What follows belongs to an exercise in optimizing a design on an open flow for small area and a short achievable clock period; a production flow would make more cautious choices. RTL that was checked went through simulation tests only; none was proved equivalent to the original. Only the layout flow was run in runs 1 to 3; the RTL was not checked for function there. No activity file was given, so power comes from the tool's default toggle rates.

==> run.sh <==
#!/bin/bash
# synth_recipe.tcl (not shown) runs the flow's synth.tcl, then flattens the netlist and writes it again
# the make line also repeats each setting of config.mk as NAME=value (left out here)
make -C /OpenROAD-flow-scripts/flow DESIGN_CONFIG=/design/flow/config.mk WORK_HOME=/design/flow/orfs CLKGATE_MAP_FILE= SYNTH_SCRIPT=/design/flow/synth_recipe.tcl finish
==> config.mk <==
export PLATFORM = sky130hd
export DESIGN_NAME = fir_gen
export DESIGN_NICKNAME = fir_gen
export VERILOG_FILES = /design/flow/design.v
export SDC_FILE = /design/flow/constraint.sdc
export NUM_CORES = 4
export LEC_CHECK = 0
export CAP_MARGIN = 20
export CORE_MARGIN = 2
export CORE_UTILIZATION = 40
export SETUP_SLACK_MARGIN = 2.5
export SLEW_MARGIN = 20
export SYNTH_HIERARCHICAL = 1
export SYNTH_MINIMUM_KEEP_SIZE = 0
==> constraint.sdc <==
create_clock -name core_clock -period 5.5 [get_ports {clk}]
set_input_delay 1.1000 -clock core_clock [delete_from_list [all_inputs] [get_ports {clk}]]
set_output_delay 1.1000 -clock core_clock [all_outputs]
set_load 0.01 [all_outputs]
==> design.v <==
module fir_gen (input clk, input reset, input Load_x,
    input signed [7:0] x_in, input signed [7:0] c_in, output signed [7:0] y_out);
reg [7:0] c0, c1, c2;
reg [3:0] xo, xt, xn;
reg [15:0] a2r0;
reg [15:0] a2r1;
reg [16:0] a1r0;
reg [16:0] a1r1;
reg [2:0] yq;
reg [7:0] yg;
reg [7:0] yp;
wire [8:0] xe = {x_in, 1'b0};
wire [3:0] bo, bt, bn;
genvar gi;
generate for (gi = 0; gi < 4; gi = gi + 1) begin : rec
  assign bo[gi] = xe[2*gi+1] ^ xe[2*gi];
  assign bt[gi] = (xe[2*gi+2] & ~xe[2*gi+1] & ~xe[2*gi]) | (~xe[2*gi+2] & xe[2*gi+1] & xe[2*gi]);
  assign bn[gi] = xe[2*gi+2];
end endgenerate
wire [3:0] xon = Load_x ? bo : xo;
wire [3:0] xtn = Load_x ? bt : xt;
wire [3:0] xnn = Load_x ? bn : xn;
wire p1;
wire p2;
wire p3;
wire p4;
wire p5;
wire p6;
wire p7;
wire p8;
wire p9;
wire p10;
wire p11;
wire p12;
wire p13;
wire p14;
wire p15;
wire p16;
wire p17;
wire p18;
wire p19;
wire p20;
wire p21;
wire p22;
wire p23;
wire p24;
wire p25;
wire p26;
wire p27;
wire p28;
wire p29;
wire p30;
wire p31;
wire p32;
wire p33;
wire p34;
wire p35;
wire p36;
wire s37;
wire c38;
wire s39;
wire c40;
wire s41;
wire c42;
wire s43;
wire c44;
wire s45;
wire c46;
wire s47;
wire c48;
wire s49;
wire c50;
wire s51;
wire c52;
wire s53;
wire c54;
wire s55;
wire c56;
wire s57;
wire c58;
wire s59;
wire c60;
wire s61;
wire c62;
wire s63;
wire c64;
wire s65;
wire c66;
wire s67;
wire c68;
wire s69;
wire c70;
wire s71;
wire c72;
wire s73;
wire c74;
wire s75;
wire c76;
wire s77;
wire c78;
wire s79;
wire c80;
wire p81;
wire p82;
wire p83;
wire p84;
wire p85;
wire p86;
wire p87;
wire p88;
wire p89;
wire p90;
wire p91;
wire p92;
wire p93;
wire p94;
wire p95;
wire p96;
wire p97;
wire p98;
wire p99;
wire p100;
wire p101;
wire p102;
wire p103;
wire p104;
wire p105;
wire p106;
wire p107;
wire p108;
wire p109;
wire p110;
wire p111;
wire p112;
wire p113;
wire p114;
wire p115;
wire p116;
wire s117;
wire c118;
wire s119;
wire c120;
wire s121;
wire c122;
wire s123;
wire c124;
wire s125;
wire c126;
wire s127;
wire c128;
wire s129;
wire c130;
wire s131;
wire c132;
wire s133;
wire c134;
wire s135;
wire c136;
wire s137;
wire c138;
wire s139;
wire c140;
wire s141;
wire c142;
wire s143;
wire c144;
wire s145;
wire c146;
wire s147;
wire c148;
wire s149;
wire c150;
wire s151;
wire c152;
wire s153;
wire c154;
wire s155;
wire c156;
wire s157;
wire c158;
wire s159;
wire c160;
wire s161;
wire c162;
wire s163;
wire c164;
wire s165;
wire c166;
wire s167;
wire c168;
wire s169;
wire c170;
wire s171;
wire c172;
wire s173;
wire c174;
wire s175;
wire c176;
wire s177;
wire c178;
wire s179;
wire c180;
wire s181;
wire c182;
wire s183;
wire c184;
wire s185;
wire c186;
wire s187;
wire c188;
wire s189;
wire c190;
wire s191;
wire c192;
wire s193;
wire c194;
wire s195;
wire c196;
wire s197;
wire c198;
wire p199;
wire p200;
wire p201;
wire p202;
wire p203;
wire p204;
wire p205;
wire p206;
wire p207;
wire p208;
wire p209;
wire p210;
wire p211;
wire p212;
wire p213;
wire p214;
wire p215;
wire p216;
wire p217;
wire p218;
wire p219;
wire p220;
wire p221;
wire p222;
wire p223;
wire p224;
wire p225;
wire p226;
wire p227;
wire p228;
wire p229;
wire p230;
wire p231;
wire p232;
wire p233;
wire p234;
wire s235;
wire c236;
wire s237;
wire c238;
wire s239;
wire c240;
wire s241;
wire c242;
wire s243;
wire c244;
wire s245;
wire c246;
wire s247;
wire c248;
wire s249;
wire c250;
wire s251;
wire c252;
wire s253;
wire c254;
wire s255;
wire c256;
wire s257;
wire c258;
wire s259;
wire c260;
wire s261;
wire c262;
wire s263;
wire c264;
wire s265;
wire c266;
wire s267;
wire c268;
wire s269;
wire c270;
wire s271;
wire c272;
wire s273;
wire c274;
wire s275;
wire c276;
wire s277;
wire c278;
wire s279;
wire c280;
wire s281;
wire c282;
wire s283;
wire c284;
wire s285;
wire c286;
wire s287;
wire c288;
wire s289;
wire c290;
wire s291;
wire c292;
wire s293;
wire c294;
wire s295;
wire c296;
wire s297;
wire c298;
wire s299;
wire c300;
wire s301;
wire c302;
wire s303;
wire c304;
wire s305;
wire c306;
wire s307;
wire c308;
wire s309;
wire c310;
wire s311;
wire c312;
wire s313;
wire c314;
wire s315;
wire c316;
wire s317;
wire c318;
wire s319;
wire c320;
wire s321;
wire c322;
wire s323;
wire c324;
wire s325;
wire c326;
wire s327;
wire c328;
wire s329;
wire c330;
wire s331;
wire c332;
wire s333;
wire c334;
wire s335;
wire c336;
wire s337;
wire c338;
wire g339;
wire o340;
wire g341;
wire g342;
wire o343;
wire g344;
wire g345;
wire o346;
wire g347;
wire g348;
wire o349;
wire g350;
wire g351;
wire o352;
wire g353;
wire g354;
wire o355;
wire g356;
wire g357;
wire o358;
wire g359;
wire g360;
wire o361;
wire g362;
wire g363;
wire o364;
wire g365;
wire g366;
wire o367;
wire g368;
wire g369;
wire o370;
wire g371;
wire g372;
wire o373;
wire g374;
wire g375;
wire o376;
wire g377;
wire s378;
wire c379;
wire s380;
wire c381;
wire s382;
wire c383;
wire s384;
wire c385;
wire s386;
wire c387;
wire s388;
wire c389;
wire s390;
wire c391;
wire n392;
wire g393;
wire o394;
wire g395;
wire g396;
wire o397;
wire g398;
wire g399;
wire o400;
wire g401;
wire g402;
wire o403;
wire g404;
wire g405;
wire o406;
wire g407;
wire g408;
wire o409;
wire g410;
wire g411;
wire o412;
wire g413;
wire g414;
wire o415;
wire g416;
wire g417;
wire o418;
wire g419;
wire g420;
wire o421;
wire g422;
wire g423;
wire o424;
wire g425;
wire g426;
wire o427;
wire g428;
wire x429;
wire x430;
wire x431;
wire x432;
wire x433;
wire x434;
wire x435;
wire n436;
wire o437;
wire x438;
wire o439;
wire x440;
wire o441;
wire x442;
wire o443;
wire x444;
wire o445;
wire x446;
wire o447;
wire x448;
wire o449;
wire x450;
wire g451;
wire o452;
wire g453;
wire g454;
wire o455;
wire g456;
wire o457;
wire g458;
wire o459;
wire g460;
wire g461;
wire o462;
wire g463;
wire g464;
wire o465;
wire g466;
wire g467;
wire o468;
wire g469;
wire o470;
wire g471;
wire o472;
wire g473;
wire g474;
wire o475;
wire g476;
wire g477;
wire o478;
wire g479;
wire o480;
wire g481;
wire o482;
wire g483;
wire o484;
wire x485;
wire x486;
wire x487;
wire x488;
wire x489;
wire x490;
wire x491;
wire x492;
assign p1 = (xo[0] & c2[0]) ^ xn[0];
assign p2 = ((xo[0] & c2[1]) | (xt[0] & c2[0])) ^ xn[0];
assign p3 = ((xo[0] & c2[2]) | (xt[0] & c2[1])) ^ xn[0];
assign p4 = ((xo[0] & c2[3]) | (xt[0] & c2[2])) ^ xn[0];
assign p5 = ((xo[0] & c2[4]) | (xt[0] & c2[3])) ^ xn[0];
assign p6 = ((xo[0] & c2[5]) | (xt[0] & c2[4])) ^ xn[0];
assign p7 = ((xo[0] & c2[6]) | (xt[0] & c2[5])) ^ xn[0];
assign p8 = ((xo[0] & c2[7]) | (xt[0] & c2[6])) ^ xn[0];
assign p9 = ~(((xo[0] & c2[7]) | (xt[0] & c2[7])) ^ xn[0]);
assign p10 = (xo[1] & c2[0]) ^ xn[1];
assign p11 = ((xo[1] & c2[1]) | (xt[1] & c2[0])) ^ xn[1];
assign p12 = ((xo[1] & c2[2]) | (xt[1] & c2[1])) ^ xn[1];
assign p13 = ((xo[1] & c2[3]) | (xt[1] & c2[2])) ^ xn[1];
assign p14 = ((xo[1] & c2[4]) | (xt[1] & c2[3])) ^ xn[1];
assign p15 = ((xo[1] & c2[5]) | (xt[1] & c2[4])) ^ xn[1];
assign p16 = ((xo[1] & c2[6]) | (xt[1] & c2[5])) ^ xn[1];
assign p17 = ((xo[1] & c2[7]) | (xt[1] & c2[6])) ^ xn[1];
assign p18 = ~(((xo[1] & c2[7]) | (xt[1] & c2[7])) ^ xn[1]);
assign p19 = (xo[2] & c2[0]) ^ xn[2];
assign p20 = ((xo[2] & c2[1]) | (xt[2] & c2[0])) ^ xn[2];
assign p21 = ((xo[2] & c2[2]) | (xt[2] & c2[1])) ^ xn[2];
assign p22 = ((xo[2] & c2[3]) | (xt[2] & c2[2])) ^ xn[2];
assign p23 = ((xo[2] & c2[4]) | (xt[2] & c2[3])) ^ xn[2];
assign p24 = ((xo[2] & c2[5]) | (xt[2] & c2[4])) ^ xn[2];
assign p25 = ((xo[2] & c2[6]) | (xt[2] & c2[5])) ^ xn[2];
assign p26 = ((xo[2] & c2[7]) | (xt[2] & c2[6])) ^ xn[2];
assign p27 = ~(((xo[2] & c2[7]) | (xt[2] & c2[7])) ^ xn[2]);
assign p28 = (xo[3] & c2[0]) ^ xn[3];
assign p29 = ((xo[3] & c2[1]) | (xt[3] & c2[0])) ^ xn[3];
assign p30 = ((xo[3] & c2[2]) | (xt[3] & c2[1])) ^ xn[3];
assign p31 = ((xo[3] & c2[3]) | (xt[3] & c2[2])) ^ xn[3];
assign p32 = ((xo[3] & c2[4]) | (xt[3] & c2[3])) ^ xn[3];
assign p33 = ((xo[3] & c2[5]) | (xt[3] & c2[4])) ^ xn[3];
assign p34 = ((xo[3] & c2[6]) | (xt[3] & c2[5])) ^ xn[3];
assign p35 = ((xo[3] & c2[7]) | (xt[3] & c2[6])) ^ xn[3];
assign p36 = ~(((xo[3] & c2[7]) | (xt[3] & c2[7])) ^ xn[3]);
fa_cell us37 (.a(xn[1]), .b(p3), .c(p10), .s(s37), .co(c38));
fa_cell us39 (.a(xn[2]), .b(p5), .c(p12), .s(s39), .co(c40));
fa_cell us41 (.a(p6), .b(p13), .c(p20), .s(s41), .co(c42));
fa_cell us43 (.a(xn[3]), .b(p7), .c(p14), .s(s43), .co(c44));
fa_cell us45 (.a(p8), .b(p15), .c(p22), .s(s45), .co(c46));
assign s47 = ~(p9 ^ p16);
assign c48 = p9 | p16;
fa_cell us49 (.a(p17), .b(p24), .c(p31), .s(s49), .co(c50));
fa_cell us51 (.a(p18), .b(p25), .c(p32), .s(s51), .co(c52));
fa_cell us53 (.a(p4), .b(p11), .c(c38), .s(s53), .co(c54));
fa_cell us55 (.a(p21), .b(p28), .c(c42), .s(s55), .co(c56));
fa_cell us57 (.a(p29), .b(c44), .c(s45), .s(s57), .co(c58));
fa_cell us59 (.a(p23), .b(p30), .c(s47), .s(s59), .co(c60));
fa_cell us61 (.a(p26), .b(p33), .c(c52), .s(s61), .co(c62));
fa_cell us63 (.a(xn[0]), .b(p1), .c(xnn[0]), .s(s63), .co(c64));
fa_cell us65 (.a(p19), .b(s39), .c(xnn[2]), .s(s65), .co(c66));
fa_cell us67 (.a(s43), .b(xnn[3]), .c(s55), .s(s67), .co(c68));
fa_cell us69 (.a(c46), .b(s59), .c(c58), .s(s69), .co(c70));
fa_cell us71 (.a(c48), .b(s49), .c(c60), .s(s71), .co(c72));
fa_cell us73 (.a(p27), .b(p34), .c(c62), .s(s73), .co(c74));
fa_cell us75 (.a(c40), .b(s41), .c(c66), .s(s75), .co(c76));
fa_cell us77 (.a(c56), .b(s57), .c(c68), .s(s77), .co(c78));
fa_cell us79 (.a(c50), .b(s51), .c(c72), .s(s79), .co(c80));
assign p81 = (xo[0] & c1[0]) ^ xn[0];
assign p82 = ((xo[0] & c1[1]) | (xt[0] & c1[0])) ^ xn[0];
assign p83 = ((xo[0] & c1[2]) | (xt[0] & c1[1])) ^ xn[0];
assign p84 = ((xo[0] & c1[3]) | (xt[0] & c1[2])) ^ xn[0];
assign p85 = ((xo[0] & c1[4]) | (xt[0] & c1[3])) ^ xn[0];
assign p86 = ((xo[0] & c1[5]) | (xt[0] & c1[4])) ^ xn[0];
assign p87 = ((xo[0] & c1[6]) | (xt[0] & c1[5])) ^ xn[0];
assign p88 = ((xo[0] & c1[7]) | (xt[0] & c1[6])) ^ xn[0];
assign p89 = ~(((xo[0] & c1[7]) | (xt[0] & c1[7])) ^ xn[0]);
assign p90 = (xo[1] & c1[0]) ^ xn[1];
assign p91 = ((xo[1] & c1[1]) | (xt[1] & c1[0])) ^ xn[1];
assign p92 = ((xo[1] & c1[2]) | (xt[1] & c1[1])) ^ xn[1];
assign p93 = ((xo[1] & c1[3]) | (xt[1] & c1[2])) ^ xn[1];
assign p94 = ((xo[1] & c1[4]) | (xt[1] & c1[3])) ^ xn[1];
assign p95 = ((xo[1] & c1[5]) | (xt[1] & c1[4])) ^ xn[1];
assign p96 = ((xo[1] & c1[6]) | (xt[1] & c1[5])) ^ xn[1];
assign p97 = ((xo[1] & c1[7]) | (xt[1] & c1[6])) ^ xn[1];
assign p98 = ~(((xo[1] & c1[7]) | (xt[1] & c1[7])) ^ xn[1]);
assign p99 = (xo[2] & c1[0]) ^ xn[2];
assign p100 = ((xo[2] & c1[1]) | (xt[2] & c1[0])) ^ xn[2];
assign p101 = ((xo[2] & c1[2]) | (xt[2] & c1[1])) ^ xn[2];
assign p102 = ((xo[2] & c1[3]) | (xt[2] & c1[2])) ^ xn[2];
assign p103 = ((xo[2] & c1[4]) | (xt[2] & c1[3])) ^ xn[2];
assign p104 = ((xo[2] & c1[5]) | (xt[2] & c1[4])) ^ xn[2];
assign p105 = ((xo[2] & c1[6]) | (xt[2] & c1[5])) ^ xn[2];
assign p106 = ((xo[2] & c1[7]) | (xt[2] & c1[6])) ^ xn[2];
assign p107 = ~(((xo[2] & c1[7]) | (xt[2] & c1[7])) ^ xn[2]);
assign p108 = (xo[3] & c1[0]) ^ xn[3];
assign p109 = ((xo[3] & c1[1]) | (xt[3] & c1[0])) ^ xn[3];
assign p110 = ((xo[3] & c1[2]) | (xt[3] & c1[1])) ^ xn[3];
assign p111 = ((xo[3] & c1[3]) | (xt[3] & c1[2])) ^ xn[3];
assign p112 = ((xo[3] & c1[4]) | (xt[3] & c1[3])) ^ xn[3];
assign p113 = ((xo[3] & c1[5]) | (xt[3] & c1[4])) ^ xn[3];
assign p114 = ((xo[3] & c1[6]) | (xt[3] & c1[5])) ^ xn[3];
assign p115 = ((xo[3] & c1[7]) | (xt[3] & c1[6])) ^ xn[3];
assign p116 = ~(((xo[3] & c1[7]) | (xt[3] & c1[7])) ^ xn[3]);
ha_cell us117 (.a(a2r0[6]), .b(a2r1[6]), .s(s117), .co(c118));
ha_cell us119 (.a(a2r0[2]), .b(a2r1[2]), .s(s119), .co(c120));
fa_cell us121 (.a(a2r0[4]), .b(a2r1[4]), .c(p85), .s(s121), .co(c122));
ha_cell us123 (.a(a2r0[5]), .b(p86), .s(s123), .co(c124));
fa_cell us125 (.a(s117), .b(p87), .c(p94), .s(s125), .co(c126));
ha_cell us127 (.a(p101), .b(p108), .s(s127), .co(c128));
fa_cell us129 (.a(a2r0[7]), .b(c118), .c(p88), .s(s129), .co(c130));
fa_cell us131 (.a(p95), .b(p102), .c(p109), .s(s131), .co(c132));
fa_cell us133 (.a(a2r0[8]), .b(a2r1[8]), .c(p89), .s(s133), .co(c134));
fa_cell us135 (.a(p96), .b(p103), .c(p110), .s(s135), .co(c136));
fa_cell us137 (.a(a2r0[9]), .b(a2r1[9]), .c(p97), .s(s137), .co(c138));
ha_cell us139 (.a(p104), .b(p111), .s(s139), .co(c140));
fa_cell us141 (.a(a2r0[10]), .b(p98), .c(p105), .s(s141), .co(c142));
ha_cell us143 (.a(a2r0[11]), .b(a2r1[11]), .s(s143), .co(c144));
ha_cell us145 (.a(s119), .b(p83), .s(s145), .co(c146));
fa_cell us147 (.a(a2r0[3]), .b(c120), .c(p84), .s(s147), .co(c148));
fa_cell us149 (.a(p92), .b(p99), .c(s121), .s(s149), .co(c150));
fa_cell us151 (.a(p93), .b(p100), .c(s123), .s(s151), .co(c152));
fa_cell us153 (.a(c124), .b(s127), .c(s125), .s(s153), .co(c154));
fa_cell us155 (.a(c128), .b(c126), .c(s129), .s(s155), .co(c156));
fa_cell us157 (.a(c130), .b(c132), .c(s133), .s(s157), .co(c158));
fa_cell us159 (.a(s139), .b(c134), .c(c136), .s(s159), .co(c160));
fa_cell us161 (.a(p112), .b(c140), .c(c138), .s(s161), .co(c162));
fa_cell us163 (.a(s143), .b(p106), .c(p113), .s(s163), .co(c164));
fa_cell us165 (.a(a2r0[12]), .b(c144), .c(p107), .s(s165), .co(c166));
ha_cell us167 (.a(a2r0[13]), .b(a2r1[13]), .s(s167), .co(c168));
ha_cell us169 (.a(a2r0[0]), .b(p81), .s(s169), .co(c170));
fa_cell us171 (.a(a2r0[1]), .b(a2r1[1]), .c(p82), .s(s171), .co(c172));
fa_cell us173 (.a(p90), .b(s145), .c(xnn[1]), .s(s173), .co(c174));
fa_cell us175 (.a(p91), .b(c146), .c(s147), .s(s175), .co(c176));
fa_cell us177 (.a(c148), .b(xnn[2]), .c(s149), .s(s177), .co(c178));
fa_cell us179 (.a(c122), .b(s151), .c(c150), .s(s179), .co(c180));
fa_cell us181 (.a(xnn[3]), .b(c152), .c(s153), .s(s181), .co(c182));
fa_cell us183 (.a(s131), .b(c154), .c(s155), .s(s183), .co(c184));
fa_cell us185 (.a(s135), .b(c156), .c(s157), .s(s185), .co(c186));
fa_cell us187 (.a(s137), .b(c158), .c(s159), .s(s187), .co(c188));
fa_cell us189 (.a(s141), .b(c160), .c(s161), .s(s189), .co(c190));
fa_cell us191 (.a(c142), .b(s163), .c(c162), .s(s191), .co(c192));
fa_cell us193 (.a(p114), .b(c164), .c(s165), .s(s193), .co(c194));
fa_cell us195 (.a(s167), .b(p115), .c(c166), .s(s195), .co(c196));
fa_cell us197 (.a(a2r0[14]), .b(c168), .c(p116), .s(s197), .co(c198));
assign p199 = (xo[0] & c0[0]) ^ xn[0];
assign p200 = ((xo[0] & c0[1]) | (xt[0] & c0[0])) ^ xn[0];
assign p201 = ((xo[0] & c0[2]) | (xt[0] & c0[1])) ^ xn[0];
assign p202 = ((xo[0] & c0[3]) | (xt[0] & c0[2])) ^ xn[0];
assign p203 = ((xo[0] & c0[4]) | (xt[0] & c0[3])) ^ xn[0];
assign p204 = ((xo[0] & c0[5]) | (xt[0] & c0[4])) ^ xn[0];
assign p205 = ((xo[0] & c0[6]) | (xt[0] & c0[5])) ^ xn[0];
assign p206 = ((xo[0] & c0[7]) | (xt[0] & c0[6])) ^ xn[0];
assign p207 = ~(((xo[0] & c0[7]) | (xt[0] & c0[7])) ^ xn[0]);
assign p208 = (xo[1] & c0[0]) ^ xn[1];
assign p209 = ((xo[1] & c0[1]) | (xt[1] & c0[0])) ^ xn[1];
assign p210 = ((xo[1] & c0[2]) | (xt[1] & c0[1])) ^ xn[1];
assign p211 = ((xo[1] & c0[3]) | (xt[1] & c0[2])) ^ xn[1];
assign p212 = ((xo[1] & c0[4]) | (xt[1] & c0[3])) ^ xn[1];
assign p213 = ((xo[1] & c0[5]) | (xt[1] & c0[4])) ^ xn[1];
assign p214 = ((xo[1] & c0[6]) | (xt[1] & c0[5])) ^ xn[1];
assign p215 = ((xo[1] & c0[7]) | (xt[1] & c0[6])) ^ xn[1];
assign p216 = ~(((xo[1] & c0[7]) | (xt[1] & c0[7])) ^ xn[1]);
assign p217 = (xo[2] & c0[0]) ^ xn[2];
assign p218 = ((xo[2] & c0[1]) | (xt[2] & c0[0])) ^ xn[2];
assign p219 = ((xo[2] & c0[2]) | (xt[2] & c0[1])) ^ xn[2];
assign p220 = ((xo[2] & c0[3]) | (xt[2] & c0[2])) ^ xn[2];
assign p221 = ((xo[2] & c0[4]) | (xt[2] & c0[3])) ^ xn[2];
assign p222 = ((xo[2] & c0[5]) | (xt[2] & c0[4])) ^ xn[2];
assign p223 = ((xo[2] & c0[6]) | (xt[2] & c0[5])) ^ xn[2];
assign p224 = ((xo[2] & c0[7]) | (xt[2] & c0[6])) ^ xn[2];
assign p225 = ~(((xo[2] & c0[7]) | (xt[2] & c0[7])) ^ xn[2]);
assign p226 = (xo[3] & c0[0]) ^ xn[3];
assign p227 = ((xo[3] & c0[1]) | (xt[3] & c0[0])) ^ xn[3];
assign p228 = ((xo[3] & c0[2]) | (xt[3] & c0[1])) ^ xn[3];
assign p229 = ((xo[3] & c0[3]) | (xt[3] & c0[2])) ^ xn[3];
assign p230 = ((xo[3] & c0[4]) | (xt[3] & c0[3])) ^ xn[3];
assign p231 = ((xo[3] & c0[5]) | (xt[3] & c0[4])) ^ xn[3];
assign p232 = ((xo[3] & c0[6]) | (xt[3] & c0[5])) ^ xn[3];
assign p233 = ((xo[3] & c0[7]) | (xt[3] & c0[6])) ^ xn[3];
assign p234 = ~(((xo[3] & c0[7]) | (xt[3] & c0[7])) ^ xn[3]);
ha_cell us235 (.a(a1r0[4]), .b(a1r1[4]), .s(s235), .co(c236));
fa_cell us237 (.a(a1r0[5]), .b(a1r1[5]), .c(p204), .s(s237), .co(c238));
fa_cell us239 (.a(a1r0[6]), .b(a1r1[6]), .c(p205), .s(s239), .co(c240));
ha_cell us241 (.a(p212), .b(p219), .s(s241), .co(c242));
fa_cell us243 (.a(a1r0[7]), .b(a1r1[7]), .c(p206), .s(s243), .co(c244));
fa_cell us245 (.a(p213), .b(p220), .c(p227), .s(s245), .co(c246));
fa_cell us247 (.a(a1r0[8]), .b(a1r1[8]), .c(p207), .s(s247), .co(c248));
fa_cell us249 (.a(p214), .b(p221), .c(p228), .s(s249), .co(c250));
fa_cell us251 (.a(a1r0[9]), .b(a1r1[9]), .c(p215), .s(s251), .co(c252));
ha_cell us253 (.a(p222), .b(p229), .s(s253), .co(c254));
fa_cell us255 (.a(a1r0[10]), .b(a1r1[10]), .c(p216), .s(s255), .co(c256));
ha_cell us257 (.a(p223), .b(p230), .s(s257), .co(c258));
fa_cell us259 (.a(a1r0[11]), .b(a1r1[11]), .c(p224), .s(s259), .co(c260));
ha_cell us261 (.a(a1r0[12]), .b(a1r1[12]), .s(s261), .co(c262));
ha_cell us263 (.a(a1r0[2]), .b(a1r1[2]), .s(s263), .co(c264));
fa_cell us265 (.a(a1r0[3]), .b(a1r1[3]), .c(p202), .s(s265), .co(c266));
fa_cell us267 (.a(s235), .b(p203), .c(p210), .s(s267), .co(c268));
fa_cell us269 (.a(c236), .b(p211), .c(p218), .s(s269), .co(c270));
fa_cell us271 (.a(p226), .b(s241), .c(c238), .s(s271), .co(c272));
fa_cell us273 (.a(c242), .b(c240), .c(s243), .s(s273), .co(c274));
fa_cell us275 (.a(c244), .b(c246), .c(s247), .s(s275), .co(c276));
fa_cell us277 (.a(s253), .b(c248), .c(c250), .s(s277), .co(c278));
fa_cell us279 (.a(c254), .b(s257), .c(c252), .s(s279), .co(c280));
fa_cell us281 (.a(p231), .b(c258), .c(c256), .s(s281), .co(c282));
fa_cell us283 (.a(s261), .b(p225), .c(p232), .s(s283), .co(c284));
fa_cell us285 (.a(a1r0[13]), .b(a1r1[13]), .c(c262), .s(s285), .co(c286));
ha_cell us287 (.a(a1r0[14]), .b(a1r1[14]), .s(s287), .co(c288));
ha_cell us289 (.a(a1r0[0]), .b(a1r1[0]), .s(s289), .co(c290));
fa_cell us291 (.a(a1r0[1]), .b(a1r1[1]), .c(p200), .s(s291), .co(c292));
fa_cell us293 (.a(s263), .b(p201), .c(p208), .s(s293), .co(c294));
fa_cell us295 (.a(c264), .b(p209), .c(s265), .s(s295), .co(c296));
fa_cell us297 (.a(p217), .b(c266), .c(s267), .s(s297), .co(c298));
fa_cell us299 (.a(c268), .b(s237), .c(s269), .s(s299), .co(c300));
fa_cell us301 (.a(c270), .b(s239), .c(s271), .s(s301), .co(c302));
fa_cell us303 (.a(s245), .b(c272), .c(s273), .s(s303), .co(c304));
fa_cell us305 (.a(s249), .b(c274), .c(s275), .s(s305), .co(c306));
fa_cell us307 (.a(s251), .b(c276), .c(s277), .s(s307), .co(c308));
fa_cell us309 (.a(s255), .b(c278), .c(s279), .s(s309), .co(c310));
fa_cell us311 (.a(s259), .b(c280), .c(s281), .s(s311), .co(c312));
fa_cell us313 (.a(c260), .b(s283), .c(c282), .s(s313), .co(c314));
fa_cell us315 (.a(p233), .b(s285), .c(c284), .s(s315), .co(c316));
fa_cell us317 (.a(s287), .b(p234), .c(c286), .s(s317), .co(c318));
ha_cell us319 (.a(a1r0[15]), .b(c288), .s(s319), .co(c320));
ha_cell us321 (.a(p199), .b(s289), .s(s321), .co(c322));
ha_cell us323 (.a(c290), .b(s291), .s(s323), .co(c324));
ha_cell us325 (.a(c292), .b(s293), .s(s325), .co(c326));
ha_cell us327 (.a(c294), .b(s295), .s(s327), .co(c328));
ha_cell us329 (.a(c296), .b(s297), .s(s329), .co(c330));
ha_cell us331 (.a(c298), .b(s299), .s(s331), .co(c332));
ha_cell us333 (.a(c300), .b(s301), .s(s333), .co(c334));
ha_cell us335 (.a(c302), .b(s303), .s(s335), .co(c336));
ha_cell us337 (.a(c304), .b(s305), .s(s337), .co(c338));
assign g339 = s323 & c322;
assign o340 = c324 | g339;
assign g341 = s323 & s321;
assign g342 = s327 & c326;
assign o343 = c328 | g342;
assign g344 = s327 & s325;
assign g345 = s331 & c330;
assign o346 = c332 | g345;
assign g347 = s331 & s329;
assign g348 = s335 & c334;
assign o349 = c336 | g348;
assign g350 = s335 & s333;
assign g351 = s325 & o340;
assign o352 = c326 | g351;
assign g353 = s325 & g341;
assign g354 = g344 & o340;
assign o355 = o343 | g354;
assign g356 = g344 & g341;
assign g357 = s333 & o346;
assign o358 = c334 | g357;
assign g359 = s333 & g347;
assign g360 = g350 & o346;
assign o361 = o349 | g360;
assign g362 = g350 & g347;
assign g363 = s329 & o355;
assign o364 = c330 | g363;
assign g365 = s329 & g356;
assign g366 = g347 & o355;
assign o367 = o346 | g366;
assign g368 = g347 & g356;
assign g369 = g359 & o355;
assign o370 = o358 | g369;
assign g371 = g359 & g356;
assign g372 = g362 & o355;
assign o373 = o361 | g372;
assign g374 = g362 & g356;
assign g375 = s337 & o373;
assign o376 = c338 | g375;
assign g377 = s337 & g374;
ha_cell us378 (.a(c306), .b(s307), .s(s378), .co(c379));
ha_cell us380 (.a(c308), .b(s309), .s(s380), .co(c381));
ha_cell us382 (.a(c310), .b(s311), .s(s382), .co(c383));
ha_cell us384 (.a(c312), .b(s313), .s(s384), .co(c385));
ha_cell us386 (.a(c314), .b(s315), .s(s386), .co(c387));
ha_cell us388 (.a(c316), .b(s317), .s(s388), .co(c389));
ha_cell us390 (.a(c318), .b(s319), .s(s390), .co(c391));
assign n392 = ~c320;
assign g393 = s380 & c379;
assign o394 = c381 | g393;
assign g395 = s380 & s378;
assign g396 = s384 & c383;
assign o397 = c385 | g396;
assign g398 = s384 & s382;
assign g399 = s388 & c387;
assign o400 = c389 | g399;
assign g401 = s388 & s386;
assign g402 = n392 & c391;
assign o403 = c320 | g402;
assign g404 = n392 & s390;
assign g405 = s382 & o394;
assign o406 = c383 | g405;
assign g407 = s382 & g395;
assign g408 = g398 & o394;
assign o409 = o397 | g408;
assign g410 = g398 & g395;
assign g411 = s390 & o400;
assign o412 = c391 | g411;
assign g413 = s390 & g401;
assign g414 = g404 & o400;
assign o415 = o403 | g414;
assign g416 = g404 & g401;
assign g417 = s386 & o409;
assign o418 = c387 | g417;
assign g419 = s386 & g410;
assign g420 = g401 & o409;
assign o421 = o400 | g420;
assign g422 = g401 & g410;
assign g423 = g413 & o409;
assign o424 = o412 | g423;
assign g425 = g413 & g410;
assign g426 = g416 & o409;
assign o427 = o415 | g426;
assign g428 = g416 & g410;
assign x429 = s380 ^ c379;
assign x430 = s382 ^ o394;
assign x431 = s384 ^ o406;
assign x432 = s386 ^ o409;
assign x433 = s388 ^ o418;
assign x434 = s390 ^ o421;
assign x435 = n392 ^ o424;
assign n436 = ~s378;
assign o437 = c379 | s378;
assign x438 = s380 ^ o437;
assign o439 = o394 | g395;
assign x440 = s382 ^ o439;
assign o441 = o406 | g407;
assign x442 = s384 ^ o441;
assign o443 = o409 | g410;
assign x444 = s386 ^ o443;
assign o445 = o418 | g419;
assign x446 = s388 ^ o445;
assign o447 = o421 | g422;
assign x448 = s390 ^ o447;
assign o449 = o424 | g425;
assign x450 = n392 ^ o449;
assign g451 = s337 & c336;
assign o452 = c338 | g451;
assign g453 = s337 & s335;
assign g454 = yq[2] & yq[0];
assign o455 = yq[1] | g454;
assign g456 = yp[0] & o455;
assign o457 = yg[0] | g456;
assign g458 = yp[2] & yg[1];
assign o459 = yg[2] | g458;
assign g460 = yp[2] & yp[1];
assign g461 = yp[4] & yg[3];
assign o462 = yg[4] | g461;
assign g463 = yp[4] & yp[3];
assign g464 = yp[6] & yg[5];
assign o465 = yg[6] | g464;
assign g466 = yp[6] & yp[5];
assign g467 = yp[1] & o457;
assign o468 = yg[1] | g467;
assign g469 = g460 & o457;
assign o470 = o459 | g469;
assign g471 = yp[5] & o462;
assign o472 = yg[5] | g471;
assign g473 = yp[5] & g463;
assign g474 = g466 & o462;
assign o475 = o465 | g474;
assign g476 = g466 & g463;
assign g477 = yp[3] & o470;
assign o478 = yg[3] | g477;
assign g479 = g463 & o470;
assign o480 = o462 | g479;
assign g481 = g473 & o470;
assign o482 = o472 | g481;
assign g483 = g476 & o470;
assign o484 = o475 | g483;
assign x485 = yp[0] ^ o455;
assign x486 = yp[1] ^ o457;
assign x487 = yp[2] ^ o468;
assign x488 = yp[3] ^ o470;
assign x489 = yp[4] ^ o478;
assign x490 = yp[5] ^ o480;
assign x491 = yp[6] ^ o482;
assign x492 = yp[7] ^ o484;
always @(posedge clk or posedge reset)
  if (reset) begin
    xo <= 4'd0; xt <= 4'd0; xn <= 4'd0; c0 <= 8'd0; c1 <= 8'd0; c2 <= 8'd0;
    a2r0 <= 16'd22016; a2r1 <= 16'd0; a1r0 <= 17'd43776; a1r1 <= 17'd0; yq <= 3'd0; yg <= 8'd0; yp <= 8'd0;
  end else begin
    xo <= xon; xt <= xtn; xn <= xnn;
    if (!Load_x) begin c2 <= c_in; c1 <= c2; c0 <= c1; end
    a2r0 <= {1'b0,p36,p35,s73,c80,s79,s71,c78,s77,c76,s75,c54,s53,s37,p2,s63};
    a2r1 <= {1'b0,1'b0,c74,1'b0,s61,1'b0,c70,s69,1'b0,s67,1'b0,s65,1'b0,xnn[1],c64,1'b0};
    a1r0 <= {1'b0,c198,c196,c194,c192,c190,c188,c186,c184,c182,c180,c178,c176,c174,c172,c170,xnn[0]};
    a1r1 <= {1'b0,1'b0,s197,s195,s193,s191,s189,s187,s185,s183,s181,s179,s177,s175,s173,s171,s169};
    yq <= {g453,o452,o370};
    yg <= {1'b0,c391,c389,c387,c385,c383,c381,c379};
    yp <= {n392,s390,s388,s386,s384,s382,s380,s378};
  end
assign y_out = {x492,x491,x490,x489,x488,x487,x486,x485};
endmodule
module fa_cell (input a, input b, input c, output s, output co);
assign {co, s} = a + b + c;
endmodule
module ha_cell (input a, input b, output s, output co);
assign {co, s} = a + b;
endmodule
==> metrics.yaml, run 1 <==
setup_path:
  crit_arrival_ns: 2.07
  cp-startpoint: "yq[0]$_DFF_PP0_"
  path_max_fanout: 2
  timing.rr.start: "xt[3]$_DFFE_PP0P_"
  start_kind: "register"
  end_kind: "output port"
  worst_ep_required_time_ns: 4.40
  crit_type: "register to output port"
routing:
  routedWlPerCell_um: 18.9
  drc: 0
  routed_wl_um: 16100
  drt.antenna.violating_nets: 0
  drt-vias-per-instance: 5.49
  drt_iter0_drc: 202
  top_layer_used: "met4"
  met3_length_um: 669
  met2_length_um: 8240
  drt-met1-wl_um: 6870
  vias: 4685
  drt_first_pass_iters: 5
synthesis:
  yosys_warnings: 7
  ys_seq_area_frac: 0.351
  synth_cells: 619
  synth_edf_count: 0
  synth_nets: 763
  synth-main-ff-cell: "dfrtp_1"
  syn_area_per_cell_um2: 12.3
  syn_area_um2: 7600
  async_reset_ff_frac: 1.00
  synth.distinct_cells: 34
  synth-seq-cells: 106
grt:
  grt-ovfl-total: 0
  grt_use_total: 0.167
  grt_start_max_net_pins: 49
  grt_pass1_vias: 5130
  grt_pass1_wl_um: 25900
  antenna_found_initial: 0
min_path:
  hold_class: "register to register"
  min-delay-start: "a2r0[0]$_DFF_PP0_"
die:
  row_count: 50
  core_area_um2: 18600
  dieArea_um2: 20100
  start_util: 0.408
  die_x_um: 142
  die_h_um: 142
  num_io_pins: 27
sta:
  finalCritPeriodShare: 0.576
  slew_headroom: 0.395
  fin_skew_ns: 0.0120
  worst_hold_slack_ns: 0.500
  setup_violations: 0
  finalHoldViolCount: 0
  drv_slew: 0
  finalCriticalPeriod_ns: 3.17
  tightest_slew_ns: 0.905
  rsz0062_at_grt: "true"
  timing.setup.tns_ns: 0
  max_clock_freq_mhz: 316
clocking:
  hold_buffers: 0
  cts_tree: "done"
  htreeDepth: 3
  root_buffer: "clkbuf_16"
  cts_buffers: 9
  clk_latency_ns: 0.36
  clkTransAtPathRegs_ns: 0.07
  cts_buffer_depth: 2
  cts_sinks: 106
finish:
  fin_area_um2: 8410
  area_growth_pct: 10.8
  fin_nets: 759
  drive_gt1_frac: 0.163
  n_antenna_cell: 0
place:
  io_buffers: 26
  place_congestion: 0.828
  post-dp-hpwl_um: 11100
  placed_cell_area_um2: 7920
run:
  drv_cap: 0
pwr:
  ir_drop_mv: 0.177
  p_leak_nw: 3.40
  power_density_nw_per_um2: 606
status:
  outcome: "timing/DRC/antenna clean"
==> cells in the mapped netlist, types with 4 or more instances <==
| master | count | share of area |
|---|---|---|
| buf_4 | 8 | 0.0079 |
| buf_1 | 8 | 0.0040 |
| dfstp_2 | 9 | 0.031 |
| nor3_1 | 4 | 0.0026 |
| a21oi_1 | 13 | 0.0086 |
| mux2_2 | 20 | 0.030 |
| xnor2_1 | 104 | 0.12 |
| buf_2 | 20 | 0.013 |
| inv_1 | 7 | 0.0035 |
| o21ai_0 | 11 | 0.0072 |
| ha_1 | 38 | 0.063 |
| dfrtp_1 | 97 | 0.32 |
| fa_1 | 87 | 0.23 |
| clkbuf_1 | 34 | 0.017 |
| nand2_1 | 20 | 0.0099 |
| xor2_1 | 10 | 0.012 |
| a22oi_1 | 84 | 0.083 |
| nor2_1 | 15 | 0.0074 |
| mux2_1 | 8 | 0.012 |
==> layout by cell type (no fill, tap or decap), types with 2 or more instances in the layout <==
cell	instances
nor2_2	2
dfstp_2	9
or2_2	2
nor2_1	13
clkdlybuf4s50_1	18
dfrtp_1	89
inv_1	6
buf_2	6
a22oi_1	83
mux2_1	8
nand2_1	20
a21o_1	3
ha_1	35
fa_1	87
mux2_2	20
a21oi_2	2
dfrtp_2	2
buf_4	26
buf_6	5
a21oi_1	13
clkbuf_1	3
nor3_1	2
clkbuf_16	9
dfrtp_4	6
o21ai_1	4
nand3_1	2
o21ai_0	10
xnor2_1	104
xor2_1	10
ha_2	2
clkbuf_8	2
==> per-stage QoR <==
step	util	worst slack, ns	std cells	total power, mW
6_report	0.451	2.33	854	5.10
4_1_cts	0.446	2.26	843	5.19
2_1_floorplan	-	2.56	619	3.69
3_3_place_gp	0.425	2.13	821	4.34
3_5_place_dp	0.425	2.06	821	4.49
5_1_grt	0.451	2.20	854	5.70
==> per-layer routing <==
| layer | global-route usage | vias up |
|---|---|---|
| li1 | - | 2077 |
| met1 | 0.205 | 2467 |
| met2 | 0.296 | 113 |
| met3 | 0.0297 | 28 |
| met4 | 0.0626 | 0 |
| met5 | 0 | - |
==> path summary, 6_finish.rpt <==
check | depth (start not counted) | slack [ns] | endpoint
max | 7 | 2.33 | y_out[7]
min | 1 | 0.50 | a1r1[0]$_DFF_PP0_
max reg2reg | 8 | 2.59 | yq[1]$_DFF_PP0_
min reg2reg | 1 | 0.50 | a1r1[0]$_DFF_PP0_
max in group asynchronous | 3 | 3.13 | a1r0[12]$_DFF_PP0_
min in group asynchronous | 2 | 1.28 | a2r1[11]$_DFF_PP0_
==> per-module statistics from Yosys, one instance, submodules excluded <==
module	cell area [um^2]	cells	copies in the design	flops+latches
ha_cell	12.5	1	34	0
fir_gen	5430	498	1	106
fa_cell	20.0	1	87	0
==> power by group <==
group | switching, mW | internal [mW]
Sequential | 0.257 | 1.17
Combinational | 1.49 | 1.53
Clock | 0.275 | 0.378
Total | 2.02 | 3.08
==> flip-flops by register name, indices dropped and copies added (netlist names) <==
signal,cells
a1r1,15
a2r0,15
yq,3
a2r1,7
c0,8
xn,4
a1r0,15
c1,8
xt,4
yp,8
c2,8
xo,4
yg,7
==> cell families (layout without fill, tap and decap cells) <==
kind of cell,count (synthesis),in the layout,synth area share
buffers and inverters,77,78,0.0453
and+or+nand+nor,47,47,0.0262
DFF,106,106,0.351
adders and majority gates,125,125,0.292
AOI/OAI and AO/OA,122,122,0.113
muxes,28,28,0.0415
xor gates and xnor gates,114,114,0.131
==> timing repair <==
item	4_1_cts	5_1_grt
gates resized for setup	53	4
buffers inserted	6	11
endpoints found under the setup margin	36	10
pin swaps	12	5
==> area by class of cell <==
type | instances | area (um^2)
Sequential cell | 106 | 2690
Tap cell | 234 | 293
Clock buffer | 14 | 264
Multi-Input combinational cell | 436 | 4640
Timing Repair Buffer | 55 | 462
Inverter | 7 | 30.0
Clock inverter | 2 | 35.0
Fill cell | 1688 | 10200
==> critical path: stages, from the launching register on <==
cell and delay (ns):
dfrtp_1 0.38, a21o_1 0.19, ha_4 0.17, o211ai_4 0.20, a21oi_2 0.09, or2_1 0.23, a311o_1 0.31, buf_2 0.14
==> run 2: changes to the inputs <==
--- a/config.mk
+++ b/config.mk
@@ -10,3 +10,3 @@
 export CORE_UTILIZATION = 40
-export SETUP_SLACK_MARGIN = 2.5
+export SETUP_SLACK_MARGIN = 2.8
 export SLEW_MARGIN = 20
==> metrics.yaml, run 2 <==
synthesis:
  ys_seq_area_frac: 0.351
  yosysMostFrequentCell: "xnor2_1"
  synth.top_cell.area_share: 0.319
  synth_nets: 763
  synth-main-ff-cell: "dfrtp_1"
  synth_cells: 619
  synth.distinct_cells: 34
  synthTopCellsByCount: "xnor2_1, dfrtp_1, fa_1"
  async_reset_ff_frac: 1.00
  ys_top_cells_by_area: "dfrtp_1, fa_1, xnor2_1, a22oi_1, ha_1"
  syn_area_um2: 7600
  syn_area_per_cell_um2: 12.3
  synth_top_area_cell: "dfrtp_1"
  synth-seq-cells: 106
  synth_edf_count: 0
  yosys_warnings: 7
routing:
  drt-vias-per-instance: 5.42
  drt_first_pass_iters: 5
  drt_iter0_drc: 246
  vias: 4771
  routed_wl_um: 16700
  routedWlPerCell_um: 19.0
  drt.antenna.violating_nets: 0
  drc: 0
setup_path:
  path_delay_family: "compound AO/OA/AOI/OAI gates"
  cp_slowest_stage_delay_ns: 0.36
  crit_type: "register to output port"
  path_max_fanout: 2
  end_kind: "output port"
  crit_arrival_ns: 2.00
  reg2regPathDepth: 7
  timing.rr.end: "yq[2]$_DFF_PP0_"
  worst_ep_required_time_ns: 4.40
  worst-path-buf-inv: 1
  slowest_stage: "dfrtp_1"
  start_kind: "register"
  path_cells: "a21o_1 > ha_2 > o211ai_2 > a21oi_2 > or2_1 > a311o_1 > buf_2"
  timing.rr.start: "xt[0]$_DFFE_PP0P_"
  rrSetupSlack_ns: 2.65
grt:
  antenna_found_initial: 0
  grt_pass1_vias: 5321
  grt_start_max_net_pins: 56
  grt-ovfl-total: 0
  grt_pass1_wl_um: 27600
  grt_use_total: 0.177
clocking:
  cts_sinks: 106
  cts_buffers: 9
  cts_tree: "done"
  clk_latency_ns: 0.35
  htreeDepth: 3
  clkTransAtPathRegs_ns: 0.07
  hold_buffers: 0
  cts_buffer_depth: 2
  root_buffer: "clkbuf_16"
finish:
  top_regs: "a1r0: 15 flops, a1r1: 15 flops, a2r0: 15 flops"
  fin_nets: 785
  fin_area_um2: 9140
  final_cell_mix: "xnor2_1, dfrtp_1, fa_1"
  n_antenna_cell: 0
  area_growth_pct: 20.2
  utilization: 0.490
  drive_gt1_frac: 0.331
  layout_commonest_cell: "xnor2_1"
die:
  die_h_um: 142
  row_count: 50
  core_area_um2: 18600
  start_util: 0.408
  num_io_pins: 27
  dieArea_um2: 20100
  die_x_um: 142
status:
  outcome: "timing/DRC/antenna clean"
run:
  drv_cap: 0
place:
  placed_cell_area_um2: 7940
  place_congestion: 0.809
  io_buffers: 26
  dp_worst_setup_slack_ns: 2.06
  post-dp-hpwl_um: 10900
sta:
  rsz0062_at_grt: "true"
  tightest_slew_ns: 0.672
  fin_skew_ns: 0.00575
  timing.setup.tns_ns: 0
  setup_violations: 0
  drv_slew: 0
  finalCriticalPeriod_ns: 3.10
  setup_slack_ns: 2.40
  finalHoldViolCount: 0
  max_clock_freq_mhz: 323
  finalCritPeriodShare: 0.563
  slew_headroom: 0.552
min_path:
  min_path_cells: 1
  min-delay-start: "a2r0[0]$_DFF_PP0_"
  hold_class: "register to register"
  holdPathEnd: "a1r1[0]$_DFF_PP0_"
pwr:
  p_leak_nw: 3.64
  power_density_nw_per_um2: 609
  ir_drop_mv: 0.218
==> run 2: cell counts after synthesis <==
Identical to the previous run, type by type.
==> run 2: logic make-up after synthesis <==
kind of cell	share of synthesized area
DFF	0.351
xor gates and xnor gates	0.131
adders and majority gates	0.292
AOI/OAI and AO/OA	0.113
muxes	0.0415
and+or+nand+nor	0.0262
buffers and inverters	0.0453
==> run 2: Yosys stat by module, one instance, submodules excluded <==
module   flops+latches  cells  times used  cell area (um^2)
fir_gen            106    498           1              5430
ha_cell              0      1          34              12.5
fa_cell              0      1          87              20.0
==> run 2: worst max path at each step <==
stage	startpoint	to	slack, ns	cells past startpoint
final	yq[0]$_DFF_PP0_	y_out[7]	2.40	7
after global placement	xo[0]$_DFFE_PP0P_	yq[2]$_DFF_PP0_	2.18	7
after CTS	yq[0]$_DFF_PP0_	y_out[7]	2.32	7
after floorplan	xt[0]$_DFFE_PP0P_	yq[2]$_DFF_PP0_	2.67	9
after global routing	yq[0]$_DFF_PP0_	y_out[7]	2.30	7
after detailed placement	xo[0]$_DFFE_PP0P_	yq[2]$_DFF_PP0_	2.06	7
==> run 2: worst register-to-register path, cell delays in order, from the launching register on <==
cell	delay (ns)
dfrtp_4	0.56
a22oi_2	0.22
xnor2_2	0.14
fa_2	0.47
fa_2	0.55
fa_1	0.42
ha_2	0.32
and2_4	0.12
==> run 2: power by group <==
part / total (mW) / internal, mW / leakage [nW] / switching, mW
Combinational: 3.45 / 1.82 / 2.26 / 1.63
Sequential: 1.43 / 1.17 / 1.22 / 0.259
Clock: 0.682 / 0.399 / 0.153 / 0.283
==> run 2: per-stage QoR <==
step                      instances  hold WS (ns)  power [mW]
final                           880         0.487        5.57
after global routing            880         0.539        6.23
after CTS                       871         0.491        5.48
after detailed placement        820         0.465        4.51
after global placement          820         0.488        4.36
after floorplan                 619         0.456        3.72
==> run 2: repair_timing <==
item	CTS	global route
buffers inserted	34	9
gates cloned	1	0
pin swaps	36	32
resized for setup	129	39
endpoints found under the setup margin	47	29
==> run 2: layer usage <==
| layer | share of wire | routed length (um) | vias to the layer above | GRT usage |
|---|---|---|---|---|
| li1 | - | - | 2129 | - |
| met1 | 0.42 | 7080 | 2520 | 0.220 |
| met2 | 0.52 | 8670 | 94 | 0.306 |
| met3 | 0.036 | 599 | 28 | 0.0290 |
| met4 | 0.021 | 346 | 0 | 0.0779 |
| met5 | 0 | 0 | - | 0 |
==> run 2: layout make-up <==
type                       instances  area (um^2)
clock buffer                      11          233
multi-input combinational        436         5000
fill                            1638         9510
tap                              234          293
inverter                           7         33.8
sequential                       106         2710
timing repair buffer              81          790
clock inverter                     5         78.8
==> run 3: changes to the inputs <==
==> flow/run.sh (new file) <==
#!/bin/bash
# Own layout flow: the standard flow (standard.sh), with two changes after synthesis:
#  - the input and output port buffers are buf_1 cells (buffer_ports -buffer_cell)
#  - clock tree synthesis without dummy loads
# Each step's full output goes to its own log file in this folder.
set -euo pipefail
bash standard.sh synth > synth.log 2>&1
export BUFFER_PORTS_ARGS="-buffer_cell sky130_fd_sc_hd__buf_1"
export CTS_ARGS="-sink_clustering_enable -repair_clock_nets -dont_use_dummy_load"
bash standard.sh floorplan > floorplan.log 2>&1
bash standard.sh place > place.log 2>&1
bash standard.sh cts > cts.log 2>&1
bash standard.sh route > route.log 2>&1
bash standard.sh finish > finish.log 2>&1
test -f out/final.def
==> standard.sh (new file) <==
#!/bin/bash
# synth_recipe.tcl (not shown) runs the flow's synth.tcl, then flattens the netlist and writes it again
# the make line also repeats each setting of config.mk as NAME=value (left out here)
make -C /OpenROAD-flow-scripts/flow DESIGN_CONFIG=/design/flow/config.mk WORK_HOME=/design/flow/orfs CLKGATE_MAP_FILE= SYNTH_SCRIPT=/design/flow/synth_recipe.tcl "${@:-finish}"
--- a/config.mk
+++ b/config.mk
@@ -9,4 +9,4 @@
 export CORE_MARGIN = 2
-export CORE_UTILIZATION = 40
-export SETUP_SLACK_MARGIN = 2.8
+export CORE_UTILIZATION = 50
+export SETUP_SLACK_MARGIN = 2.5
 export SLEW_MARGIN = 20
removed: run.sh
==> metrics.yaml, run 3 <==
setup_path:
  end_kind: "output port"
  worst_ep_required_time_ns: 4.40
  crit_arrival_ns: 2.04
  crit_type: "register to output port"
  start_kind: "register"
  path_max_fanout: 3
synthesis:
  synth_cells: 619
  yosysMostFrequentCell: "xnor2_1"
  yosys_warnings: 7
  syn_area_per_cell_um2: 12.3
  async_reset_ff_frac: 1.00
  synth_nets: 763
  syn_area_um2: 7600
  synth-main-ff-cell: "dfrtp_1"
  ys_seq_area_frac: 0.351
  synth_edf_count: 0
  synthTopCellsByCount: "xnor2_1, dfrtp_1, fa_1"
  synth_top_area_cell: "dfrtp_1"
  ys_top_cells_by_area: "dfrtp_1, fa_1, xnor2_1, a22oi_1, ha_1"
  synth.top_cell.area_share: 0.319
  synth.distinct_cells: 34
  synth-seq-cells: 106
routing:
  drt-vias-per-instance: 5.84
  met2_length_um: 8050
  vias: 4669
  drt_iter0_drc: 305
  routed_wl_um: 16100
  routedWlPerCell_um: 20.1
  drc: 0
  drt_first_pass_iters: 5
  drt.antenna.violating_nets: 0
  met3_length_um: 575
  top_layer_used: "met4"
  drt-met1-wl_um: 7100
grt:
  grt_pass1_wl_um: 25700
  grt-ovfl-total: 0
  grt_start_max_net_pins: 75
  antenna_found_initial: 0
  grt_pass1_vias: 4910
  grt_use_total: 0.205
finish:
  top_regs: "a1r0: 15 flops, a1r1: 15 flops, a2r0: 15 flops"
  drive_gt1_frac: 0.165
  fin_nets: 758
  layout_commonest_cell: "xnor2_1"
  final_cell_mix: "xnor2_1, fa_1, dfrtp_1"
  num-fill-cells: 1245
  n_antenna_cell: 0
  area_growth_pct: 8.19
  utilization: 0.547
sta:
  tightest_slew_ns: 0.978
  drv_slew: 0
  finalCritPeriodShare: 0.571
  setup_violations: 0
  timing.setup.tns_ns: 0
  finalCriticalPeriod_ns: 3.14
  slew_headroom: 0.348
  max_clock_freq_mhz: 319
  worst_hold_slack_ns: 0.490
  fin_skew_ns: 0.0130
  rsz0062_at_grt: "true"
  finalHoldViolCount: 0
clocking:
  cts_buffer_depth: 2
  root_buffer: "clkbuf_16"
  clk_latency_ns: 0.36
  cts_tree: "done"
  clkTransAtPathRegs_ns: 0.07
  cts_sinks: 106
  hold_buffers: 0
  cts_buffers: 9
  htreeDepth: 3
pwr:
  p_leak_nw: 3.32
  finalPower_mw: 5.02
  intPower_mw: 2.98
  netSwitchingPower_mw: 2.04
  swShare: 0.406
  combPwrFrac: 0.601
  ir_drop_mv: 0.256
  seqPwrFrac: 0.287
  clockPowerShare: 0.112
  power_density_nw_per_um2: 611
min_path:
  hold_class: "register to register"
run:
  drv_cap: 0
die:
  core_area_um2: 15000
  dieArea_um2: 16200
  die_x_um: 127
  row_count: 45
  die_h_um: 127
  num_io_pins: 27
  start_util: 0.505
status:
  outcome: "timing/DRC/antenna clean"
place:
  post-dp-hpwl_um: 10700
  place_congestion: 0.804
  io_buffers: 26
==> run 3: cell types whose count changed in the layout (fill, tap and decap cells not counted), moves of 14 or more <==
cell,before,now
clkdlybuf4s50_1,17,0
a22oi_2,29,3
fa_2,22,0
buf_1,0,19
a22oi_1,55,81
buf_4,33,19
fa_1,65,87
==> run 3: area by class of cell <==
class	instances	area, um^2	area share
Clock buffer	9	225	0.0274
Inverter	7	30.0	0.00365
Multi-Input combinational cell	436	4680	0.569
Sequential cell	106	2700	0.328
Tap cell	188	235	0.0286
Timing Repair Buffer	54	355	0.0432
==> run 3: power groups by stage <==
stage               combinational [mW]  sequential [mW]  clock, mW
finish                            3.02             1.44      0.561
detailed placement                2.95             1.45          0
global placement                  2.83             1.44          0
floorplan                         2.39             1.30          0
global route                      3.56             1.48      0.603
CTS                               3.01             1.44      0.575
==> run 3: cells by family after synthesis <==
group,count (synthesis),synth area share
adder cells (fa/ha/maj),125,0.292
AO/OA/AOI/OAI,122,0.113
XOR/XNOR,114,0.131
flip-flops,106,0.351
buffers and inverters,77,0.0453
AND/OR/NAND/NOR,47,0.0262
multiplexers,28,0.0415
==> run 3: path summary, 6_finish.rpt <==
kind | start | end | slack (ns) | cells past startpoint
min in group asynchronous | reset | a2r1[13]$_DFF_PP0_ | 0.82 | 2
max in group asynchronous | reset | xn[0]$_DFF_PP0_ | 3.18 | 3
hold / removal | a2r0[0]$_DFF_PP0_ | a1r1[0]$_DFF_PP0_ | 0.49 | 1
hold reg to reg | a2r0[0]$_DFF_PP0_ | a1r1[0]$_DFF_PP0_ | 0.49 | 1
setup / recovery | yq[0]$_DFF_PP0_ | y_out[7] | 2.36 | 7
setup reg to reg | xo[1]$_DFFE_PP0P_ | yq[0]$_DFF_PP0_ | 2.62 | 9
==> run 3: per-layer routing <==
| layer | up-vias | GRT usage |
|---|---|---|
| li1 | 2074 | - |
| met1 | 2453 | 0.284 |
| met2 | 121 | 0.333 |
| met3 | 21 | 0.0251 |
| met4 | 0 | 0.0827 |
| met5 | - | 0 |
==> run 3: stage by stage <==
| step | instance area (um^2) | setup slack, ns | std cells |
|---|---|---|---|
| floorplan | 7600 | 2.56 | 619 |
| global placement | 7700 | 2.23 | 774 |
| detailed placement | 7700 | 2.17 | 774 |
| CTS | 7990 | 2.31 | 785 |
| global route | 8220 | 2.28 | 800 |
| finish | 8220 | 2.36 | 800 |
==> run 3: timing repair <==
item / in CTS / in global routing
pin swaps: 11 / 9
endpoints found under the setup margin: 22 / 11
gates resized for setup: 21 / 30
buffers inserted: 2 / 15
hold endpoints to repair: 0 / 0
==> run 3: per-module statistics from Yosys (local to each module, per instance) <==
module | flip-flops and latches | times used | cell area [um^2] | cells inside
fa_cell | 0 | 87 | 20.0 | 1
fir_gen | 106 | 1 | 5430 | 498
ha_cell | 0 | 34 | 12.5 | 1
==> run 3: worst max-delay path, stage by stage (launching register included) <==
cell	delay, ns
dfrtp_1	0.38
a21o_1	0.19
ha_4	0.18
o211ai_4	0.22
a21oi_2	0.10
or2_1	0.23
a311o_1	0.26
buf_2	0.14
==> run 4: changes to the inputs <==
--- a/design.v
+++ b/design.v
@@ -480,14 +480,14 @@
 wire g458;
-wire o459;
-wire g460;
+wire g459;
+wire o460;
 wire g461;
-wire o462;
-wire g463;
+wire g462;
+wire o463;
 wire g464;
-wire o465;
-wire g466;
+wire g465;
+wire o466;
 wire g467;
-wire o468;
-wire g469;
-wire o470;
+wire g468;
+wire o469;
+wire g470;
 wire g471;
@@ -501,15 +501,27 @@
 wire g479;
-wire o480;
-wire g481;
-wire o482;
-wire g483;
-wire o484;
-wire x485;
+wire g480;
+wire o481;
+wire g482;
+wire x483;
+wire g484;
+wire o485;
 wire x486;
-wire x487;
-wire x488;
+wire g487;
+wire o488;
 wire x489;
-wire x490;
-wire x491;
+wire g490;
+wire o491;
 wire x492;
+wire g493;
+wire o494;
+wire x495;
+wire g496;
+wire o497;
+wire x498;
+wire g499;
+wire o500;
+wire x501;
+wire g502;
+wire o503;
+wire x504;
 assign p1 = (xo[0] & c2[0]) ^ xn[0];
@@ -848,39 +860,51 @@
 assign o455 = yq[1] | g454;
-assign g456 = yp[0] & o455;
-assign o457 = yg[0] | g456;
-assign g458 = yp[2] & yg[1];
-assign o459 = yg[2] | g458;
-assign g460 = yp[2] & yp[1];
-assign g461 = yp[4] & yg[3];
-assign o462 = yg[4] | g461;
-assign g463 = yp[4] & yp[3];
-assign g464 = yp[6] & yg[5];
-assign o465 = yg[6] | g464;
-assign g466 = yp[6] & yp[5];
-assign g467 = yp[1] & o457;
-assign o468 = yg[1] | g467;
-assign g469 = g460 & o457;
-assign o470 = o459 | g469;
-assign g471 = yp[5] & o462;
-assign o472 = yg[5] | g471;
-assign g473 = yp[5] & g463;
-assign g474 = g466 & o462;
-assign o475 = o465 | g474;
-assign g476 = g466 & g463;
-assign g477 = yp[3] & o470;
-assign o478 = yg[3] | g477;
-assign g479 = g463 & o470;
-assign o480 = o462 | g479;
-assign g481 = g473 & o470;
-assign o482 = o472 | g481;
-assign g483 = g476 & o470;
-assign o484 = o475 | g483;
-assign x485 = yp[0] ^ o455;
-assign x486 = yp[1] ^ o457;
-assign x487 = yp[2] ^ o468;
-assign x488 = yp[3] ^ o470;
-assign x489 = yp[4] ^ o478;
-assign x490 = yp[5] ^ o480;
-assign x491 = yp[6] ^ o482;
-assign x492 = yp[7] ^ o484;
+assign g456 = yp[1] & yg[0];
+assign o457 = yg[1] | g456;
+assign g458 = yp[1] & yp[0];
+assign g459 = yp[3] & yg[2];
+assign o460 = yg[3] | g459;
+assign g461 = yp[3] & yp[2];
+assign g462 = yp[5] & yg[4];
+assign o463 = yg[5] | g462;
+assign g464 = yp[5] & yp[4];
+assign g465 = yp[2] & o457;
+assign o466 = yg[2] | g465;
+assign g467 = yp[2] & g458;
+assign g468 = g461 & o457;
+assign o469 = o460 | g468;
+assign g470 = g461 & g458;
+assign g471 = yp[6] & o463;
+assign o472 = yg[6] | g471;
+assign g473 = yp[6] & g464;
+assign g474 = yp[4] & o469;
+assign o475 = yg[4] | g474;
+assign g476 = yp[4] & g470;
+assign g477 = g464 & o469;
+assign o478 = o463 | g477;
+assign g479 = g464 & g470;
+assign g480 = g473 & o469;
+assign o481 = o472 | g480;
+assign g482 = g473 & g470;
+assign x483 = yp[0] ^ o455;
+assign g484 = yp[0] & o455;
+assign o485 = yg[0] | g484;
+assign x486 = yp[1] ^ o485;
+assign g487 = g458 & o455;
+assign o488 = o457 | g487;
+assign x489 = yp[2] ^ o488;
+assign g490 = g467 & o455;
+assign o491 = o466 | g490;
+assign x492 = yp[3] ^ o491;
+assign g493 = g470 & o455;
+assign o494 = o469 | g493;
+assign x495 = yp[4] ^ o494;
+assign g496 = g476 & o455;
+assign o497 = o475 | g496;
+assign x498 = yp[5] ^ o497;
+assign g499 = g479 & o455;
+assign o500 = o478 | g499;
+assign x501 = yp[6] ^ o500;
+assign g502 = g482 & o455;
+assign o503 = o481 | g502;
+assign x504 = yp[7] ^ o503;
 always @(posedge clk or posedge reset)
@@ -900,3 +924,3 @@
   end
-assign y_out = {x492,x491,x490,x489,x488,x487,x486,x485};
+assign y_out = {x504,x501,x498,x495,x492,x489,x486,x483};
 endmodule
==> run.sh (new file) <==
#!/bin/bash
# synth_recipe.tcl (not shown) runs the flow's synth.tcl, then flattens the netlist and writes it again
# the make line also repeats each setting of config.mk as NAME=value (left out here)
make -C /OpenROAD-flow-scripts/flow DESIGN_CONFIG=/design/flow/config.mk WORK_HOME=/design/flow/orfs CLKGATE_MAP_FILE= SYNTH_SCRIPT=/design/flow/synth_recipe.tcl finish
--- a/config.mk
+++ b/config.mk
@@ -9,3 +9,3 @@
 export CORE_MARGIN = 2
-export CORE_UTILIZATION = 50
+export CORE_UTILIZATION = 40
 export SETUP_SLACK_MARGIN = 2.5
removed: flow/run.sh
removed: standard.sh
==> metrics.yaml, run 4 <==
pwr:
  p_leak_nw: 3.41
  netSwitchingPower_mw: 2.06
  intPower_mw: 3.14
  finalPower_mw: 5.20
  swShare: 0.396
  power_density_nw_per_um2: 615
  combPwrFrac: 0.584
  clockPowerShare: 0.136
  seqPwrFrac: 0.280
  ir_drop_mv: 0.197
die:
  dieArea_um2: 20100
  die_h_um: 142
  start_util: 0.407
  core_area_um2: 18700
  num_io_pins: 27
  die_x_um: 142
  row_count: 50
routing:
  drt.antenna.violating_nets: 0
  routedWlPerCell_um: 19.0
  drc: 0
  drt-vias-per-instance: 5.50
  drt_first_pass_iters: 4
  drt_iter0_drc: 205
  vias: 4668
  routed_wl_um: 16100
sta:
  finalCriticalPeriod_ns: 3.07
  setup_violations: 0
  drv_slew: 0
  fin_skew_ns: 0.00754
  tightest_slew_ns: 0.906
  finalCritPeriodShare: 0.559
  finalHoldViolCount: 0
  rsz0062_at_grt: "true"
  timing.setup.tns_ns: 0
  max_clock_freq_mhz: 325
  slew_headroom: 0.396
clocking:
  root_buffer: "clkbuf_16"
  cts_buffers: 9
  cts_sinks: 106
  clk_latency_ns: 0.35
  hold_buffers: 0
  htreeDepth: 3
  cts_buffer_depth: 2
  cts_tree: "done"
  clkTransAtPathRegs_ns: 0.07
synthesis:
  ys_seq_area_frac: 0.350
  synth_top_area_cell: "dfrtp_1"
  yosys_warnings: 7
  synthTopCellsByCount: "xnor2_1, dfrtp_1, fa_1"
  synth.top_cell.area_share: 0.319
  async_reset_ff_frac: 1.00
  synth_cells: 622
  synth-main-ff-cell: "dfrtp_1"
  synth-seq-cells: 106
  synth_nets: 764
  synth_edf_count: 0
  syn_area_per_cell_um2: 12.2
  synth.distinct_cells: 33
  ys_top_cells_by_area: "dfrtp_1, fa_1, xnor2_1, a22oi_1, ha_1"
  yosysMostFrequentCell: "xnor2_1"
  syn_area_um2: 7610
setup_path:
  end_kind: "output port"
  worst_ep_required_time_ns: 4.40
  crit_arrival_ns: 1.97
  start_kind: "register"
  path_max_fanout: 5
  crit_type: "register to output port"
place:
  io_buffers: 26
  placed_cell_area_um2: 7920
  place_congestion: 0.825
  post-dp-hpwl_um: 10900
  dp.cells: 821
finish:
  area_growth_pct: 11.2
  n_antenna_cell: 0
  fin_cells: 848
  top_regs: "a1r0: 15 flops, a1r1: 15 flops, a2r0: 15 flops"
  fin_nets: 751
  utilization: 0.452
  num-fill-cells: 1699
  layout_commonest_cell: "xnor2_1"
  final_cell_mix: "xnor2_1, fa_1, dfrtp_1"
  fin_area_um2: 8460
  drive_gt1_frac: 0.158
min_path:
  hold_class: "register to register"
grt:
  grt-ovfl-total: 0
  grt_pass1_wl_um: 26600
  grt_pass1_vias: 5192
  grt_use_total: 0.170
  antenna_found_initial: 0
  grt_start_max_net_pins: 57
run:
  drv_cap: 0
status:
  outcome: "timing/DRC/antenna clean"
run 4: changes by cell type after synthesis, moves of 7 or more:
cell | previous run | this run
buf_2 | 20 | 13
clkbuf_1 | 34 | 42
mux2_1 | 8 | 0
mux2_2 | 20 | 29
run 4: modules after synthesis (local to each module, per instance):
module | flops+latches | cells | copies in the design | cell area (um^2)
ha_cell | 0 | 1 | 34 | 12.5
fir_gen | 106 | 501 | 1 | 5440
fa_cell | 0 | 1 | 87 | 20.0
run 4: what timing repair did:
item                                    in CTS  in global routing
gates resized for setup                     22                 27
buffers inserted                             4                  7
endpoints found under the setup margin      25                 10
pin swaps                                    0                  5
hold endpoints to repair                     0                  0
run 4: kinds of logic after synthesis:
| family | Yosys count | share of synthesized area |
|---|---|---|
| AO/OA/AOI/OAI | 125 | 0.116 |
| flip-flops | 106 | 0.350 |
| AND/OR/NAND/NOR | 46 | 0.0260 |
| XOR/XNOR | 115 | 0.132 |
| buffers and inverters | 78 | 0.0449 |
| adder cells (fa/ha/maj) | 123 | 0.288 |
| multiplexers | 29 | 0.0429 |
run 4: critical path, cell delays in order, from the launching register on:
cell	delay, ns
dfrtp_1	0.40
a21o_1	0.20
o2bb2ai_4	0.15
or4_4	0.51
o211a_1	0.14
clkdlybuf4s15_1	0.22
run 4: final timing paths:
| path | startpoint | to | slack, ns | depth (start not counted) |
|---|---|---|---|---|
| setup reg to reg | xt[1]$_DFFE_PP0P_ | yq[1]$_DFF_PP0_ | 2.59 | 7 |
| hold / removal | a2r0[0]$_DFF_PP0_ | a1r1[0]$_DFF_PP0_ | 0.49 | 1 |
| setup / recovery | yp[3]$_DFF_PP0_ | y_out[6] | 2.43 | 5 |
| hold reg to reg | a2r0[0]$_DFF_PP0_ | a1r1[0]$_DFF_PP0_ | 0.49 | 1 |
| max in group asynchronous | reset | xo[1]$_DFFE_PP0P_ | 3.50 | 3 |
| min in group asynchronous | reset | a2r0[13]$_DFF_PP0_ | 0.99 | 2 |
run 4: metrics by stage:
step	hold slack [ns]	setup slack, ns
after floorplan	0.456	2.50
after global placement	0.466	2.17
after detailed placement	0.478	2.06
after CTS	0.494	2.35
after global routing	0.511	2.34
final	0.490	2.43
run 4: final cells by class:
| cell class | instances | area [um^2] | share of cell area |
|---|---|---|---|
| Tap cell | 234 | 293 | 0.0346 |
| Multi-Input combinational cell | 438 | 4680 | 0.553 |
| Inverter | 8 | 33.8 | 0.00399 |
| Clock buffer | 14 | 264 | 0.0312 |
| Clock inverter | 2 | 60.1 | 0.00710 |
| Timing Repair Buffer | 46 | 437 | 0.0516 |
| Sequential cell | 106 | 2690 | 0.318 |
run 4: metal layers:
metal  vias up  track usage  wire length, um
li1       2077            -                -
met1      2444        0.215             6940
met2       115        0.292             8170
met3        32       0.0310              641
met4         0       0.0658              395
met5         -            0                0
run 4: power by group through the flow:
stage               clock, mW  sequential [mW]  combinational, mW
floorplan                   0             1.30               2.41
global placement            0             1.45               2.94
detailed placement          0             1.47               3.06
CTS                     0.719             1.45               3.08
global route            0.751             1.50               3.58
finish                  0.705             1.46               3.04

Check on run 4: ideal ports give 2.427 ns setup slack; a clkbuf_16 on the clock port and buf_2 on the inputs give 2.383 ns; moving port delays by the midpoint clock arrival (0.392 ns) as well gives 2.240 ns.
